Background: an optimization exercise with open tools, aiming at small area and a short achievable clock period. Do not read the settings as production practice.
Function was not checked in any run shown here: the RTL went through the layout flow alone.
Power is estimated from default activity; no workload was simulated.

--- config.mk ---
export PLATFORM = sky130hd
export DESIGN_NAME = alu_top
export DESIGN_NICKNAME = alu_top
export VERILOG_FILES = /design/flow/design.v
export SDC_FILE = /design/flow/constraint.sdc
export NUM_CORES = 4
export LEC_CHECK = 0
export ABC_AREA = 1
export CAP_MARGIN = 20
export CORE_MARGIN = 2
export CORE_UTILIZATION = 60
export SLEW_MARGIN = 20
--- constraint.sdc ---
create_clock -name core_clock -period 32.0 [get_ports {clk}]
set_input_delay 6.4000 -clock core_clock [delete_from_list [all_inputs] [get_ports {clk}]]
set_output_delay 6.4000 -clock core_clock [all_outputs]
set_load 0.01 [all_outputs]
--- design.v ---
module alu_top (
    input             clk,
    input      [7:0]  a,
    input      [7:0]  b,
    input      [3:0]  sel,
    output reg [15:0] out
);
    reg  [7:0]  a_q, b_q;
    reg  [3:0]  sel_q;
    wire [15:0] alu_out;
    always @(posedge clk) begin
        a_q   <= a;
        b_q   <= b;
        sel_q <= sel;
        out   <= alu_out;
    end
    alu u_alu (.a(a_q), .b(b_q), .sel(sel_q), .out(alu_out));
endmodule

`timescale 1ns / 1ps
module alu(
    input  [7:0]  a, b,
    input  [3:0]  sel,
    output reg [15:0] out
    );
    wire        is_inc = (sel == 4'd1);
    wire        is_sub = (sel == 4'd2);
    wire [7:0]  bop    = is_inc ? 8'd0 : (is_sub ? ~b : b);
    wire [8:0]  sum    = {1'b0, a} + {1'b0, bop} + {8'd0, (is_inc | is_sub)};
    wire pp0_0 = a[0] & b[0];
    wire pp0_1 = a[1] & b[0];
    wire pp0_2 = a[2] & b[0];
    wire pp0_3 = a[3] & b[0];
    wire pp0_4 = a[4] & b[0];
    wire pp0_5 = a[5] & b[0];
    wire pp0_6 = a[6] & b[0];
    wire pp0_7 = a[7] & b[0];
    wire pp1_0 = a[0] & b[1];
    wire pp1_1 = a[1] & b[1];
    wire pp1_2 = a[2] & b[1];
    wire pp1_3 = a[3] & b[1];
    wire pp1_4 = a[4] & b[1];
    wire pp1_5 = a[5] & b[1];
    wire pp1_6 = a[6] & b[1];
    wire pp1_7 = a[7] & b[1];
    wire pp2_0 = a[0] & b[2];
    wire pp2_1 = a[1] & b[2];
    wire pp2_2 = a[2] & b[2];
    wire pp2_3 = a[3] & b[2];
    wire pp2_4 = a[4] & b[2];
    wire pp2_5 = a[5] & b[2];
    wire pp2_6 = a[6] & b[2];
    wire pp2_7 = a[7] & b[2];
    wire pp3_0 = a[0] & b[3];
    wire pp3_1 = a[1] & b[3];
    wire pp3_2 = a[2] & b[3];
    wire pp3_3 = a[3] & b[3];
    wire pp3_4 = a[4] & b[3];
    wire pp3_5 = a[5] & b[3];
    wire pp3_6 = a[6] & b[3];
    wire pp3_7 = a[7] & b[3];
    wire pp4_0 = a[0] & b[4];
    wire pp4_1 = a[1] & b[4];
    wire pp4_2 = a[2] & b[4];
    wire pp4_3 = a[3] & b[4];
    wire pp4_4 = a[4] & b[4];
    wire pp4_5 = a[5] & b[4];
    wire pp4_6 = a[6] & b[4];
    wire pp4_7 = a[7] & b[4];
    wire pp5_0 = a[0] & b[5];
    wire pp5_1 = a[1] & b[5];
    wire pp5_2 = a[2] & b[5];
    wire pp5_3 = a[3] & b[5];
    wire pp5_4 = a[4] & b[5];
    wire pp5_5 = a[5] & b[5];
    wire pp5_6 = a[6] & b[5];
    wire pp5_7 = a[7] & b[5];
    wire pp6_0 = a[0] & b[6];
    wire pp6_1 = a[1] & b[6];
    wire pp6_2 = a[2] & b[6];
    wire pp6_3 = a[3] & b[6];
    wire pp6_4 = a[4] & b[6];
    wire pp6_5 = a[5] & b[6];
    wire pp6_6 = a[6] & b[6];
    wire pp6_7 = a[7] & b[6];
    wire pp7_0 = a[0] & b[7];
    wire pp7_1 = a[1] & b[7];
    wire pp7_2 = a[2] & b[7];
    wire pp7_3 = a[3] & b[7];
    wire pp7_4 = a[4] & b[7];
    wire pp7_5 = a[5] & b[7];
    wire pp7_6 = a[6] & b[7];
    wire pp7_7 = a[7] & b[7];
    wire ms1 = pp0_1 ^ pp1_0;
    wire mc2 = pp0_1 & pp1_0;
    wire ms3 = pp0_2 ^ pp1_1 ^ pp2_0;
    wire mc4 = (pp0_2 & pp1_1) | (pp0_2 & pp2_0) | (pp1_1 & pp2_0);
    wire ms5 = mc2 ^ ms3;
    wire mc6 = mc2 & ms3;
    wire ms7 = pp0_3 ^ pp1_2 ^ pp2_1;
    wire mc8 = (pp0_3 & pp1_2) | (pp0_3 & pp2_1) | (pp1_2 & pp2_1);
    wire ms9 = pp3_0 ^ mc4 ^ mc6;
    wire mc10 = (pp3_0 & mc4) | (pp3_0 & mc6) | (mc4 & mc6);
    wire ms11 = ms7 ^ ms9;
    wire mc12 = ms7 & ms9;
    wire ms13 = pp0_4 ^ pp1_3 ^ pp2_2;
    wire mc14 = (pp0_4 & pp1_3) | (pp0_4 & pp2_2) | (pp1_3 & pp2_2);
    wire ms15 = pp3_1 ^ pp4_0 ^ mc8;
    wire mc16 = (pp3_1 & pp4_0) | (pp3_1 & mc8) | (pp4_0 & mc8);
    wire ms17 = mc10 ^ mc12 ^ ms13;
    wire mc18 = (mc10 & mc12) | (mc10 & ms13) | (mc12 & ms13);
    wire ms19 = ms15 ^ ms17;
    wire mc20 = ms15 & ms17;
    wire ms21 = pp0_5 ^ pp1_4 ^ pp2_3;
    wire mc22 = (pp0_5 & pp1_4) | (pp0_5 & pp2_3) | (pp1_4 & pp2_3);
    wire ms23 = pp3_2 ^ pp4_1 ^ pp5_0;
    wire mc24 = (pp3_2 & pp4_1) | (pp3_2 & pp5_0) | (pp4_1 & pp5_0);
    wire ms25 = mc14 ^ mc16 ^ mc18;
    wire mc26 = (mc14 & mc16) | (mc14 & mc18) | (mc16 & mc18);
    wire ms27 = mc20 ^ ms21 ^ ms23;
    wire mc28 = (mc20 & ms21) | (mc20 & ms23) | (ms21 & ms23);
    wire ms29 = ms25 ^ ms27;
    wire mc30 = ms25 & ms27;
    wire ms31 = pp0_6 ^ pp1_5 ^ pp2_4;
    wire mc32 = (pp0_6 & pp1_5) | (pp0_6 & pp2_4) | (pp1_5 & pp2_4);
    wire ms33 = pp3_3 ^ pp4_2 ^ pp5_1;
    wire mc34 = (pp3_3 & pp4_2) | (pp3_3 & pp5_1) | (pp4_2 & pp5_1);
    wire ms35 = pp6_0 ^ mc22 ^ mc24;
    wire mc36 = (pp6_0 & mc22) | (pp6_0 & mc24) | (mc22 & mc24);
    wire ms37 = mc26 ^ mc28 ^ mc30;
    wire mc38 = (mc26 & mc28) | (mc26 & mc30) | (mc28 & mc30);
    wire ms39 = ms31 ^ ms33 ^ ms35;
    wire mc40 = (ms31 & ms33) | (ms31 & ms35) | (ms33 & ms35);
    wire ms41 = ms37 ^ ms39;
    wire mc42 = ms37 & ms39;
    wire ms43 = pp0_7 ^ pp1_6 ^ pp2_5;
    wire mc44 = (pp0_7 & pp1_6) | (pp0_7 & pp2_5) | (pp1_6 & pp2_5);
    wire ms45 = pp3_4 ^ pp4_3 ^ pp5_2;
    wire mc46 = (pp3_4 & pp4_3) | (pp3_4 & pp5_2) | (pp4_3 & pp5_2);
    wire ms47 = pp6_1 ^ pp7_0 ^ mc32;
    wire mc48 = (pp6_1 & pp7_0) | (pp6_1 & mc32) | (pp7_0 & mc32);
    wire ms49 = mc34 ^ mc36 ^ mc38;
    wire mc50 = (mc34 & mc36) | (mc34 & mc38) | (mc36 & mc38);
    wire ms51 = mc40 ^ mc42 ^ ms43;
    wire mc52 = (mc40 & mc42) | (mc40 & ms43) | (mc42 & ms43);
    wire ms53 = ms45 ^ ms47 ^ ms49;
    wire mc54 = (ms45 & ms47) | (ms45 & ms49) | (ms47 & ms49);
    wire ms55 = ms51 ^ ms53;
    wire mc56 = ms51 & ms53;
    wire ms57 = pp1_7 ^ pp2_6 ^ pp3_5;
    wire mc58 = (pp1_7 & pp2_6) | (pp1_7 & pp3_5) | (pp2_6 & pp3_5);
    wire ms59 = pp4_4 ^ pp5_3 ^ pp6_2;
    wire mc60 = (pp4_4 & pp5_3) | (pp4_4 & pp6_2) | (pp5_3 & pp6_2);
    wire ms61 = pp7_1 ^ mc44 ^ mc46;
    wire mc62 = (pp7_1 & mc44) | (pp7_1 & mc46) | (mc44 & mc46);
    wire ms63 = mc48 ^ mc50 ^ mc52;
    wire mc64 = (mc48 & mc50) | (mc48 & mc52) | (mc50 & mc52);
    wire ms65 = mc54 ^ mc56 ^ ms57;
    wire mc66 = (mc54 & mc56) | (mc54 & ms57) | (mc56 & ms57);
    wire ms67 = ms59 ^ ms61 ^ ms63;
    wire mc68 = (ms59 & ms61) | (ms59 & ms63) | (ms61 & ms63);
    wire ms69 = ms65 ^ ms67;
    wire mc70 = ms65 & ms67;
    wire ms71 = pp2_7 ^ pp3_6 ^ pp4_5;
    wire mc72 = (pp2_7 & pp3_6) | (pp2_7 & pp4_5) | (pp3_6 & pp4_5);
    wire ms73 = pp5_4 ^ pp6_3 ^ pp7_2;
    wire mc74 = (pp5_4 & pp6_3) | (pp5_4 & pp7_2) | (pp6_3 & pp7_2);
    wire ms75 = mc58 ^ mc60 ^ mc62;
    wire mc76 = (mc58 & mc60) | (mc58 & mc62) | (mc60 & mc62);
    wire ms77 = mc64 ^ mc66 ^ mc68;
    wire mc78 = (mc64 & mc66) | (mc64 & mc68) | (mc66 & mc68);
    wire ms79 = mc70 ^ ms71 ^ ms73;
    wire mc80 = (mc70 & ms71) | (mc70 & ms73) | (ms71 & ms73);
    wire ms81 = ms75 ^ ms77 ^ ms79;
    wire mc82 = (ms75 & ms77) | (ms75 & ms79) | (ms77 & ms79);
    wire ms83 = pp3_7 ^ pp4_6 ^ pp5_5;
    wire mc84 = (pp3_7 & pp4_6) | (pp3_7 & pp5_5) | (pp4_6 & pp5_5);
    wire ms85 = pp6_4 ^ pp7_3 ^ mc72;
    wire mc86 = (pp6_4 & pp7_3) | (pp6_4 & mc72) | (pp7_3 & mc72);
    wire ms87 = mc74 ^ mc76 ^ mc78;
    wire mc88 = (mc74 & mc76) | (mc74 & mc78) | (mc76 & mc78);
    wire ms89 = mc80 ^ mc82 ^ ms83;
    wire mc90 = (mc80 & mc82) | (mc80 & ms83) | (mc82 & ms83);
    wire ms91 = ms85 ^ ms87 ^ ms89;
    wire mc92 = (ms85 & ms87) | (ms85 & ms89) | (ms87 & ms89);
    wire ms93 = pp4_7 ^ pp5_6 ^ pp6_5;
    wire mc94 = (pp4_7 & pp5_6) | (pp4_7 & pp6_5) | (pp5_6 & pp6_5);
    wire ms95 = pp7_4 ^ mc84 ^ mc86;
    wire mc96 = (pp7_4 & mc84) | (pp7_4 & mc86) | (mc84 & mc86);
    wire ms97 = mc88 ^ mc90 ^ mc92;
    wire mc98 = (mc88 & mc90) | (mc88 & mc92) | (mc90 & mc92);
    wire ms99 = ms93 ^ ms95 ^ ms97;
    wire mc100 = (ms93 & ms95) | (ms93 & ms97) | (ms95 & ms97);
    wire ms101 = pp5_7 ^ pp6_6 ^ pp7_5;
    wire mc102 = (pp5_7 & pp6_6) | (pp5_7 & pp7_5) | (pp6_6 & pp7_5);
    wire ms103 = mc94 ^ mc96 ^ mc98;
    wire mc104 = (mc94 & mc96) | (mc94 & mc98) | (mc96 & mc98);
    wire ms105 = mc100 ^ ms101 ^ ms103;
    wire mc106 = (mc100 & ms101) | (mc100 & ms103) | (ms101 & ms103);
    wire ms107 = pp6_7 ^ pp7_6 ^ mc102;
    wire mc108 = (pp6_7 & pp7_6) | (pp6_7 & mc102) | (pp7_6 & mc102);
    wire ms109 = mc104 ^ mc106 ^ ms107;
    wire mc110 = (mc104 & mc106) | (mc104 & ms107) | (mc106 & ms107);
    wire ms111 = pp7_7 ^ mc108 ^ mc110;
    wire mc112 = (pp7_7 & mc108) | (pp7_7 & mc110) | (mc108 & mc110);
    wire [15:0] prod = {mc112, ms111, ms109, ms105, ms99, ms91, ms81, ms69, ms55, ms41, ms29, ms19, ms11, ms5, ms1, pp0_0};
    wire [7:0] q;
    wire gs7_113 = (a[7] | ~b[0]);
    assign q[7] = (b[7:1] == 0) & gs7_113;
    wire [0:0] r7 = q[7] ? {(a[7] ^ b[0])} : {a[7]};
    wire gs6_114 = (a[6] | ~b[0]);
    wire gs6_115 = (r7[0] & ~b[1]);
    wire es6_116 = ~(r7[0] ^ b[1]);
    wire cs6_117 = gs6_115 | (es6_116 & gs6_114);
    assign q[6] = (b[7:2] == 0) & cs6_117;
    wire [1:0] r6 = q[6] ? {(r7[0] ^ b[1] ^ ~gs6_114), (a[6] ^ b[0])} : {r7[0], a[6]};
    wire gs5_118 = (a[5] | ~b[0]);
    wire gs5_119 = (r6[0] & ~b[1]);
    wire es5_120 = ~(r6[0] ^ b[1]);
    wire gs5_121 = (r6[1] & ~b[2]);
    wire es5_122 = ~(r6[1] ^ b[2]);
    wire cs5_123 = gs5_119 | (es5_120 & gs5_118);
    wire cs5_124 = gs5_121 | (es5_122 & cs5_123);
    assign q[5] = (b[7:3] == 0) & cs5_124;
    wire [2:0] r5 = q[5] ? {(r6[1] ^ b[2] ^ ~cs5_123), (r6[0] ^ b[1] ^ ~gs5_118), (a[5] ^ b[0])} : {r6[1], r6[0], a[5]};
    wire gs4_125 = (a[4] | ~b[0]);
    wire gs4_126 = (r5[0] & ~b[1]);
    wire es4_127 = ~(r5[0] ^ b[1]);
    wire gs4_128 = (r5[1] & ~b[2]);
    wire es4_129 = ~(r5[1] ^ b[2]);
    wire gs4_130 = (r5[2] & ~b[3]);
    wire es4_131 = ~(r5[2] ^ b[3]);
    wire cs4_132 = gs4_126 | (es4_127 & gs4_125);
    wire cs4_133 = gs4_128 | (es4_129 & cs4_132);
    wire cs4_134 = gs4_130 | (es4_131 & cs4_133);
    assign q[4] = (b[7:4] == 0) & cs4_134;
    wire [3:0] r4 = q[4] ? {(r5[2] ^ b[3] ^ ~cs4_133), (r5[1] ^ b[2] ^ ~cs4_132), (r5[0] ^ b[1] ^ ~gs4_125), (a[4] ^ b[0])} : {r5[2], r5[1], r5[0], a[4]};
    wire gs3_135 = (a[3] | ~b[0]);
    wire gs3_136 = (r4[0] & ~b[1]);
    wire es3_137 = ~(r4[0] ^ b[1]);
    wire gs3_138 = (r4[1] & ~b[2]);
    wire es3_139 = ~(r4[1] ^ b[2]);
    wire gs3_140 = (r4[2] & ~b[3]);
    wire es3_141 = ~(r4[2] ^ b[3]);
    wire gs3_142 = (r4[3] & ~b[4]);
    wire es3_143 = ~(r4[3] ^ b[4]);
    wire cs3_144 = gs3_136 | (es3_137 & gs3_135);
    wire cs3_145 = gs3_138 | (es3_139 & cs3_144);
    wire cs3_146 = gs3_140 | (es3_141 & cs3_145);
    wire cs3_147 = gs3_142 | (es3_143 & cs3_146);
    assign q[3] = (b[7:5] == 0) & cs3_147;
    wire [4:0] r3 = q[3] ? {(r4[3] ^ b[4] ^ ~cs3_146), (r4[2] ^ b[3] ^ ~cs3_145), (r4[1] ^ b[2] ^ ~cs3_144), (r4[0] ^ b[1] ^ ~gs3_135), (a[3] ^ b[0])} : {r4[3], r4[2], r4[1], r4[0], a[3]};
    wire gs2_148 = (a[2] | ~b[0]);
    wire gs2_149 = (r3[0] & ~b[1]);
    wire es2_150 = ~(r3[0] ^ b[1]);
    wire gs2_151 = (r3[1] & ~b[2]);
    wire es2_152 = ~(r3[1] ^ b[2]);
    wire gs2_153 = (r3[2] & ~b[3]);
    wire es2_154 = ~(r3[2] ^ b[3]);
    wire gs2_155 = (r3[3] & ~b[4]);
    wire es2_156 = ~(r3[3] ^ b[4]);
    wire gs2_157 = (r3[4] & ~b[5]);
    wire es2_158 = ~(r3[4] ^ b[5]);
    wire cs2_159 = gs2_149 | (es2_150 & gs2_148);
    wire cs2_160 = gs2_151 | (es2_152 & cs2_159);
    wire cs2_161 = gs2_153 | (es2_154 & cs2_160);
    wire cs2_162 = gs2_155 | (es2_156 & cs2_161);
    wire cs2_163 = gs2_157 | (es2_158 & cs2_162);
    assign q[2] = (b[7:6] == 0) & cs2_163;
    wire [5:0] r2 = q[2] ? {(r3[4] ^ b[5] ^ ~cs2_162), (r3[3] ^ b[4] ^ ~cs2_161), (r3[2] ^ b[3] ^ ~cs2_160), (r3[1] ^ b[2] ^ ~cs2_159), (r3[0] ^ b[1] ^ ~gs2_148), (a[2] ^ b[0])} : {r3[4], r3[3], r3[2], r3[1], r3[0], a[2]};
    wire gs1_164 = (a[1] | ~b[0]);
    wire gs1_165 = (r2[0] & ~b[1]);
    wire es1_166 = ~(r2[0] ^ b[1]);
    wire gs1_167 = (r2[1] & ~b[2]);
    wire es1_168 = ~(r2[1] ^ b[2]);
    wire gs1_169 = (r2[2] & ~b[3]);
    wire es1_170 = ~(r2[2] ^ b[3]);
    wire gs1_171 = (r2[3] & ~b[4]);
    wire es1_172 = ~(r2[3] ^ b[4]);
    wire gs1_173 = (r2[4] & ~b[5]);
    wire es1_174 = ~(r2[4] ^ b[5]);
    wire gs1_175 = (r2[5] & ~b[6]);
    wire es1_176 = ~(r2[5] ^ b[6]);
    wire cs1_177 = gs1_165 | (es1_166 & gs1_164);
    wire cs1_178 = gs1_167 | (es1_168 & cs1_177);
    wire cs1_179 = gs1_169 | (es1_170 & cs1_178);
    wire cs1_180 = gs1_171 | (es1_172 & cs1_179);
    wire cs1_181 = gs1_173 | (es1_174 & cs1_180);
    wire cs1_182 = gs1_175 | (es1_176 & cs1_181);
    assign q[1] = (b[7:7] == 0) & cs1_182;
    wire [6:0] r1 = q[1] ? {(r2[5] ^ b[6] ^ ~cs1_181), (r2[4] ^ b[5] ^ ~cs1_180), (r2[3] ^ b[4] ^ ~cs1_179), (r2[2] ^ b[3] ^ ~cs1_178), (r2[1] ^ b[2] ^ ~cs1_177), (r2[0] ^ b[1] ^ ~gs1_164), (a[1] ^ b[0])} : {r2[5], r2[4], r2[3], r2[2], r2[1], r2[0], a[1]};
    wire gs0_183 = (a[0] | ~b[0]);
    wire gs0_184 = (r1[0] & ~b[1]);
    wire es0_185 = ~(r1[0] ^ b[1]);
    wire gs0_186 = (r1[1] & ~b[2]);
    wire es0_187 = ~(r1[1] ^ b[2]);
    wire gs0_188 = (r1[2] & ~b[3]);
    wire es0_189 = ~(r1[2] ^ b[3]);
    wire gs0_190 = (r1[3] & ~b[4]);
    wire es0_191 = ~(r1[3] ^ b[4]);
    wire gs0_192 = (r1[4] & ~b[5]);
    wire es0_193 = ~(r1[4] ^ b[5]);
    wire gs0_194 = (r1[5] & ~b[6]);
    wire es0_195 = ~(r1[5] ^ b[6]);
    wire gs0_196 = (r1[6] & ~b[7]);
    wire es0_197 = ~(r1[6] ^ b[7]);
    wire cs0_198 = gs0_184 | (es0_185 & gs0_183);
    wire cs0_199 = gs0_186 | (es0_187 & cs0_198);
    wire cs0_200 = gs0_188 | (es0_189 & cs0_199);
    wire cs0_201 = gs0_190 | (es0_191 & cs0_200);
    wire cs0_202 = gs0_192 | (es0_193 & cs0_201);
    wire cs0_203 = gs0_194 | (es0_195 & cs0_202);
    wire cs0_204 = gs0_196 | (es0_197 & cs0_203);
    assign q[0] = 1'b1 & cs0_204;
    wire [7:0] r0 = q[0] ? {(r1[6] ^ b[7] ^ ~cs0_203), (r1[5] ^ b[6] ^ ~cs0_202), (r1[4] ^ b[5] ^ ~cs0_201), (r1[3] ^ b[4] ^ ~cs0_200), (r1[2] ^ b[3] ^ ~cs0_199), (r1[1] ^ b[2] ^ ~cs0_198), (r1[0] ^ b[1] ^ ~gs0_183), (a[0] ^ b[0])} : {r1[6], r1[5], r1[4], r1[3], r1[2], r1[1], r1[0], a[0]};
    wire bz = (b == 8'd0);
    wire s_as  = (sel == 4'd0) | (sel == 4'd1) | (sel == 4'd2);
    wire s_sub = (sel == 4'd2);
    wire s_addc= (sel == 4'd0) | (sel == 4'd1);
    wire s_mul = (sel == 4'd3);
    wire s_div = (sel == 4'd4) & ~bz;
    wire s_rem = (sel == 4'd5) & ~bz;
    wire s_and = (sel == 4'd6);
    wire s_or  = (sel == 4'd7);
    wire s_nand= (sel == 4'd8);
    wire s_nor = (sel == 4'd9);
    wire s_xor = (sel == 4'd10);
    wire s_ones = s_nand | s_nor | (s_sub & ~sum[8]);
    wire [7:0] lg = ({8{s_and}} & (a & b)) | ({8{s_or}} & (a | b)) | ({8{s_nand}} & ~(a & b))
                  | ({8{s_nor}} & ~(a | b)) | ({8{s_xor}} & (a ^ b));
    always @(*) begin
        out[7:0]  = ({8{s_as}} & sum[7:0]) | ({8{s_mul}} & prod[7:0]) | ({8{s_div}} & q) | ({8{s_rem}} & r0) | lg;
        out[8]    = (s_addc & sum[8]) | (s_mul & prod[8]) | s_ones;
        out[15:9] = ({7{s_mul}} & prod[15:9]) | {7{s_ones}};
    end
endmodule
--- flow/run.sh ---
#!/bin/bash
# Layout flow: the standard ORFS layout (standard.sh) with these changes:
#  - synthesis is synth_recipe.tcl unchanged except that ABC runs flow/synth.abc;
#  - no Yosys full/half-adder cell mapping (ADDER_MAP_FILE empty), so ABC maps
#    all of the logic;
#  - the resizer keeps a larger setup slack margin, so it sizes the critical
#    paths instead of stopping at the 32 ns constraint;
#  - the smallest buffer (buf_1) on each port.
# Each tool's output goes to a log file in this folder.
set -euo pipefail
W=$(pwd)
MARGIN=$(cat flow/margin.txt 2>/dev/null || echo 24)
{
  echo "proc abc {args} {"
  echo "  set i [lsearch \$args -script]"
  echo "  if {\$i >= 0} { lset args [expr {\$i + 1}] $W/flow/synth.abc }"
  echo "  yosys abc {*}\$args"
  echo "}"
  cat synth_recipe.tcl
} > my_synth.tcl
bash standard.sh SYNTH_SCRIPT=$W/my_synth.tcl ADDER_MAP_FILE= SETUP_SLACK_MARGIN=$MARGIN \
  "BUFFER_PORTS_ARGS=-buffer_cell sky130_fd_sc_hd__buf_1" finish > orfs_make.log 2>&1
cp orfs/logs/*/alu_top/base/*.log . 2>/dev/null || true
--- flow/margin.txt ---
24
--- flow/synth.abc ---
strash
 dch
 map -B 0.9
 topo
 stime -c
--- standard.sh ---
#!/bin/bash
# synth_recipe.tcl (not shown) runs the flow's synth.tcl, then flattens the netlist and writes it again
# the make line also repeats each setting of config.mk as NAME=value (left out here)
make -C /OpenROAD-flow-scripts/flow DESIGN_CONFIG=/design/flow/config.mk WORK_HOME=/design/flow/orfs CLKGATE_MAP_FILE= SYNTH_SCRIPT=/design/flow/synth_recipe.tcl "${@:-finish}"
==> impl_metrics.csv, run 1 <==
group,metric,value,unit
critical_path,critPathMaxStageDelay,350,ps
cts,cts_buffers,5,
timing,period_share,25.2,%
pwr,cell_internal_pwr,0.122,mW
critical_path,critical_path.endpoint,"out[5]$_DFF_P_",
timing,finClkSkew,21.3,ps
run_status,status,"timing/DRC/antenna clean",
cells_and_area,design_area,0.00648,sq mm
global_route,antenna_found_initial,0,
cts,cts_tree,"done",
synthesis,syn-instance-count,973,
synthesis,ys_ff_latch,36,
critical_path,crit_type,"flop to flop",
synthesis,syn_nets,994,
critical_path,reg2regPathDepth,82,
critical_path,end_kind,"flop",
die,floorplan.initialDensity,61.4,%
timing,slew_viol_final,0,
critical_path,ff2ff_setup_slack,23940,ps
die,die_y,95.4,microns
pwr,switchingPower,0.125,mW
critical_path,crit_top_cell,"nand2_2",
cells_and_area,multiInputGateArea,0.00439,sq mm
synthesis,syn-cell-area,0.00502,sq mm
critical_path,crit_arrival,8290,ps
critical_path,cp.required,32240,ps
cts,clock_path_buffers,2,
cells_and_area,drive_above_1_share,21.3,%
global_route,grt_pass1_wl,26000,microns
route,vias,7203,
timing,maxSlewHeadroom,36.4,%
cells_and_area,seqCellArea,751,sq um
route,wl_per_cell,16.9,microns
placement,hpwl,12000,microns
cells_and_area,most-common-layout-cells,"344 x nand2_1, 102 x clkinv_1, 81 x nor2_1",
job,drv_cap,0,
cells_and_area,n_antenna_cell,0,
timing,fmax,0.124,GHz
timing,fin_tns_setup,0,ps
route,dr.pass1.iters,10,
synthesis,synth_top_area_share,31.0,%
die,dieArea,0.00911,sq mm
cells_and_area,final.fill_count,624,
global_route,grt_use_total,36.2,%
pwr,swShare,50.6,%
placement,placed_cell_area,0.00532,sq mm
critical_path,cp_slowest_cell,"dfxtp_1",
synthesis,yosys.area.top_type,"nand2_1",
cts,worstSkewPairLatency,310,ps
cells_and_area,postLayoutCoreUtil,79.2,%
pwr,power_density,38.1,mW/mm^2
cells_and_area,fin_nets,1093,
route,drc,0,
pwr,clock_power_share,15.0,%
global_route,grt_pass1_vias,5455,
pwr,power.leakage,3.07,nW
route,vias_per_cell,6.11,
synthesis,yosys-top-cells-area,"nand2_1 31%, dfxtp_1 14%, nand3_1 10%",
hold_path,hold_class,"flop to flop",
cells_and_area,area_growth,29.1,%
cts,clk_pin_slew,100,ps
timing,hold_ws,683,ps
route,drtIter0Drc,952,
route,routed_wl,19900,microns
critical_path,start_kind,"flop",
timing,rsz0062_at_grt,"true",
placement,gp_congestion,0.990,
timing,tightest_slew,929,ps
critical_path,crit_fanout,10,
die,core,0.00818,sq mm
synthesis,ys_seq_area_share,14.4,%
synthesis,yosysWarnings,2,
global_route,grt_max_degree,21,
cells_and_area,layout_commonest_cell,"nand2_1",
route,postRouteAntennaNets,0,
timing,min_period,8060,ps
die,row_count,33,
cts,htree_levels,2,
cts,cts-root-buf,"clkbuf_8",
pwr,combPwrFrac,63.0,%
die,die_w,95.4,microns
global_route,grt_overflow,0,
pwr,worst_ir_drop_vdd,0.0301,mV
critical_path,crit_path_start,"b_q[3]$_DFF_P_",
critical_path,timing.rr.start,"b_q[3]$_DFF_P_",
critical_path,reg2reg_to,"out[5]$_DFF_P_",
placement,portBuffers,36,
pwr,p_seq_share,22.0,%
die,io_pins,37,
timing,setup_violations,0,
synthesis,synth_cell_type_count,32,
timing,hold_viol,0,
cts,clock_sinks,36,
synthesis,synth.avg_cell_area,5.16,sq um
[synthesized netlist by cell type]
| cell | instances |
|---|---|
| o21ai_0 | 47 |
| a311oi_1 | 1 |
| a21o_2 | 1 |
| dfxtp_1 | 36 |
| xor2_1 | 40 |
| o21bai_1 | 1 |
| a211oi_1 | 1 |
| maj3_1 | 4 |
| a21boi_0 | 1 |
| a2111oi_0 | 2 |
| or2_2 | 16 |
| a31oi_1 | 1 |
| a2111o_1 | 1 |
| xnor2_1 | 20 |
| nor3_1 | 8 |
| nand4_1 | 9 |
| a31o_2 | 1 |
| o211ai_1 | 1 |
| o311ai_0 | 1 |
| nor2_1 | 93 |
| clkinv_1 | 115 |
| o22ai_1 | 7 |
| o221ai_1 | 3 |
| o21a_1 | 1 |
| o31ai_1 | 2 |
| nand3_1 | 100 |
| a221oi_1 | 1 |
| o2111ai_1 | 5 |
| nand2_1 | 415 |
| nand3b_1 | 3 |
| a21oi_1 | 31 |
| and2_2 | 5 |
[registers in the layout, indices dropped and copies added, names as in the netlist]
register	flops
a_q	8
sel_q	4
out	16
b_q	8
[layer usage]
metal / vias up / wire (microns) / track usage (%)
li1: 3322 / - / -
met1: 3086 / 7390 / 48.3
met2: 607 / 8530 / 57.9
met3: 188 / 2490 / 6.64
met4: 0 / 1450 / 14.0
met5: - / 0 / 0
[worst min path at each step]
stage / to / slack (ps) / cells past startpoint / startpoint
4_1_cts: out[8]$_DFF_P_ / 680 / 3 / sel_q[1]$_DFF_P_
3_3_place_gp: out[8]$_DFF_P_ / 640 / 3 / sel_q[1]$_DFF_P_
3_5_place_dp: out[8]$_DFF_P_ / 640 / 3 / sel_q[1]$_DFF_P_
5_1_grt: out[8]$_DFF_P_ / 720 / 3 / sel_q[1]$_DFF_P_
6_report: out[8]$_DFF_P_ / 680 / 3 / sel_q[3]$_DFF_P_
2_1_floorplan: out[8]$_DFF_P_ / 560 / 3 / sel_q[1]$_DFF_P_
[power by group through the flow]
stage / logic (mW) / registers (mW) / clock network [mW]
finish: 0.155 / 0.0543 / 0.0370
global route: 0.174 / 0.0547 / 0.0380
CTS: 0.130 / 0.0538 / 0.0362
detailed placement: 0.125 / 0.0552 / 0
global placement: 0.124 / 0.0551 / 0
floorplan: 0.101 / 0.0559 / 0
[area by class of cell]
cell class	count	share of cell area, %
multi-input cells	823	67.9
inverters	115	7.69
well taps	105	2.03
clock buffers	5	1.06
repair buffers	91	9.49
flip-flops and latches	36	11.6
clock inverters	3	0.290
[timing repair]
action	CTS	global route
hold buffers	0	0
gates resized for setup	43	163
pin swaps	5	59
cloned	0	2
endpoints found under the setup margin	8	12
setup buffers	8	41
[cell families after synthesis]
kind of cell / share of synthesized area (%)
flops: 14.4
buf+inv: 8.60
compound gates: 12.7
simple gates: 53.1
fa+ha+maj: 0.798
xor+xnor: 10.5
[critical path: cells and delay by family, from the launching register on]
family                 cells  cell delay, ps
flip-flops                 1             350
buffers and inverters      5             430
XOR/XNOR                   2             500
AND/OR/NAND/NOR           73            6370
AO/OA/AOI/OAI              2             280
[metrics by stage]
| stage | std cells | worst slack, ps | total power, mW |
|---|---|---|---|
| 6_report | 1178 | 23940 | 0.246 |
| 5_1_grt | 1178 | 23370 | 0.267 |
| 4_1_cts | 1135 | 24010 | 0.220 |
| 3_5_place_dp | 1119 | 22470 | 0.181 |
| 3_3_place_gp | 1119 | 22760 | 0.180 |
| 2_1_floorplan | 973 | 24060 | 0.157 |
==> run 2, diff against run 1 <==
==> flow/synth.abc (replaced) <==
strash
dch
map -B 0.9
topo
stime -c
buffer -c
upsize -c
dnsize -c
==> impl_metrics.csv, run 2 <==
group,metric,value,unit
cells_and_area,top_regs,"out: 16 flops, a_q: 8 flops, b_q: 8 flops",
critical_path,critPathMaxStageDelay,310,ps
route,routed_wl,16300,microns
cells_and_area,area_growth,9.24,%
placement,placed_cell_area,0.00564,sq mm
synthesis,ys.flop_type,"dfxtp_1",
critical_path,ff2ff_setup_slack,24560,ps
cts,ctsHoldBuffers,0,
critical_path,crit_top_cell,"nand2_2",
cells_and_area,design_area,0.00595,sq mm
global_route,grt_max_degree,21,
timing,min_period,7440,ps
cts,worstSkewPairLatency,310,ps
route,drtIter0Drc,618,
timing,setup_violations,0,
cells_and_area,fin_nets,1054,
route,wl_per_cell,14.3,microns
cells_and_area,largest_reg_flops,16,
run_status,status,"timing/DRC/antenna clean",
route,dr.pass1.iters,6,
pwr,clock_power_share,17.8,%
critical_path,cp_slowest_cell,"dfxtp_1",
synthesis,async_flop_share,0,%
cells_and_area,drive_above_1_share,13.0,%
critical_path,crit_fanout,12,
cells_and_area,most-common-layout-cells,"357 x nand2_1, 98 x inv_1, 88 x nor2_1, 88 x nand3_1",
timing,rsz0062_at_grt,"true",
pwr,worst_ir_drop_vdd,0.0221,mV
placement,portBuffers,36,
synthesis,synth_common_cells,"364 x nand2_1, 99 x inv_1, 94 x nand3_1",
route,vias_per_cell,5.56,
synthesis,synth_top_family_by_area,"simple AND/OR/NAND/NOR gates",
critical_path,crit_type,"flop to flop",
global_route,antenna_found_initial,0,
global_route,grt_use_total,33.1,%
cells_and_area,n_antenna_cell,0,
cts,clock_sinks,36,
die,dieArea,0.00985,sq mm
critical_path,crit_arrival,7680,ps
timing,fmax,0.134,GHz
synthesis,synth.most_common_cell,"nand2_1",
job,drv_cap,0,
synthesis,synth_enable_flop_cells,0,
placement,place_inst,1124,
cts,clk_pin_slew,80,ps
timing,slew_viol_final,0,
placement,hpwl,12100,microns
global_route,grt_pass1_vias,5857,
synthesis,synth_top_area_share,25.1,%
cells_and_area,layout_commonest_cell,"nand2_1",
synthesis,synth.area.mux_share,0,%
route,drc,0,
route,vias,6346,
cells_and_area,instances_no_fill,1142,
synthesis,yosys.area.top_type,"nand2_1",
die,die_w,99.3,microns
cts,htree_levels,2,
cts,cts-root-buf,"clkbuf_8",
cts,clock_path_buffers,2,
placement,gp_congestion,0.960,
die,core,0.00876,sq mm
synthesis,syn-cell-area,0.00544,sq mm
timing,maxSlewHeadroom,43.1,%
timing,hold_viol,0,
critical_path,end_kind,"flop",
synthesis,yosys-top-cells-area,"nand2_1 25%, dfxtp_1 13%, nand3_1 8.6%",
synthesis,ys_seq_area_share,13.2,%
hold_path,hold_class,"flop to flop",
die,floorplan.initialDensity,62.1,%
global_route,grt_overflow,0,
pwr,combPwrFrac,59.4,%
route,postRouteAntennaNets,0,
critical_path,cp.required,32250,ps
synthesis,synth_cell_type_count,54,
pwr,p_seq_share,22.9,%
synthesis,syn_nets,1018,
critical_path,cp_top_family,"simple AND/OR/NAND/NOR gates",
timing,fin_tns_setup,0,ps
pwr,switchingPower,0.112,mW
die,die_y,99.3,microns
synthesis,synth.avg_cell_area,5.46,sq um
pwr,cell_internal_pwr,0.122,mW
cts,cts_buffers,5,
synthesis,yosysWarnings,2,
critical_path,critPathBufInv,3,
pwr,power.leakage,3.11,nW
pwr,swShare,47.8,%
synthesis,syn-instance-count,997,
synthesis,synth-compound-area-share,11.9,%
pwr,power_density,39.4,mW/mm^2
synthesis,synth-simple-area-share,53.8,%
timing,finClkSkew,5.63,ps
cells_and_area,top_register,"out",
die,io_pins,37,
timing,tightest_slew,847,ps
critical_path,start_kind,"flop",
synthesis,synthAdderAreaFrac,0.735,%
synthesis,synth-xor-area-share,9.93,%
global_route,grt_pass1_wl,26700,microns
synthesis,ys_ff_latch,36,
die,row_count,34,
pwr,total_power,0.234,mW
cts,cts_tree,"done",
timing,period_share,23.2,%
[run 2: cell types whose count changed in the layout (fill, tap and decap cells not counted), moves of 11 or more]
cell	change
nand2_2	-17
clkinv_1	-98
nand3_2	-11
nand2_1	+13
inv_1	+98
buf_4	-32
nand3_1	+16
[run 2: per-layer routing]
layer  GRT usage [%]  part of all wire (%)  vias up
li1                -                     -     3248
met1            43.5                    43     2730
met2            54.1                    44      316
met3            5.48                    10       52
met4            13.3                   3.4        0
met5               0                     0        -
[run 2: tightest hold or removal path: cells and delay by family, from the launching register on]
| kind | cells | cell delay [ps] |
|---|---|---|
| AND/OR/NAND/NOR | 3 | 240 |
| flip-flops | 1 | 340 |
[run 2: power by group through the flow]
stage	combinational, mW	clock (mW)	sequential, mW
CTS	0.134	0.0419	0.0532
finish	0.139	0.0416	0.0535
global placement	0.132	0	0.0543
global route	0.158	0.0433	0.0540
detailed placement	0.134	0	0.0543
floorplan	0.112	0	0.0534
[run 2: cells by family (layout without fill, tap and decap cells)]
kind of cell | Yosys count | in the layout
xor+xnor | 60 | 60
buf+inv | 139 | 176
compound gates | 109 | 109
flops | 36 | 36
fa+ha+maj | 4 | 4
simple gates | 649 | 649
[run 2: repair_timing]
item | in CTS | in global routing
resized for setup | 0 | 34
buffers inserted | 0 | 10
setup endpoints to repair | 0 | 11
[run 2: per-stage QoR]
stage | setup WS, ps | hold slack (ps) | utilization [%]
2_1_floorplan | 25270 | 552 | -
3_3_place_gp | 24620 | 630 | 64.4
6_report | 24560 | 630 | 67.9
3_5_place_dp | 24400 | 629 | 64.4
4_1_cts | 24370 | 647 | 65.6
5_1_grt | 23880 | 709 | 67.9
[run 2: final timing paths]
kind / from / end / cells past startpoint
worst max-delay path: b_q[7]$_DFF_P_ / out[4]$_DFF_P_ / 78
worst min-delay path: sel_q[3]$_DFF_P_ / out[8]$_DFF_P_ / 3
worst max register to register: b_q[7]$_DFF_P_ / out[4]$_DFF_P_ / 78
worst min register to register: sel_q[3]$_DFF_P_ / out[8]$_DFF_P_ / 3
[run 2: cell type report]
type	count	area (sq um)
multi-input cells	822	4240
fillers	875	2820
flip-flops and latches	36	728
inverters	115	469
repair buffers	53	267
well taps	108	135
clock buffers	5	68.8
clock inverters	3	42.5

## what the ideal ports hide
No port has a modelled driver above. Below, the same layouts with a new extraction and two added sets of constraints. Step 1, drivers: a clkbuf_16 drives clk and a buf_2 each remaining input, both assumed. Step 2 also shifts input and output timing later by t, the mid clock arrival at the registers, as if the neighbouring blocks saw the same clock. a / b / c = ideal ports / drivers / drivers and shift; a / b = the first two.
| run | t, ns | setup WS [ns] | hold WS [ns] | worst slew at a driven data input, ns | cell pins on the clock port's net |
|---|---|---|---|---|---|
| run 1 | 0.338 | 23.944 / 23.944 / 23.944 | 0.683 / 0.683 / 0.683 | 0.03 | 1 |
| run 2 | 0.338 | 24.562 / 24.562 / 24.562 | 0.630 / 0.630 / 0.630 | 0.03 | 1 |
After both steps every run listed still meets setup and hold.
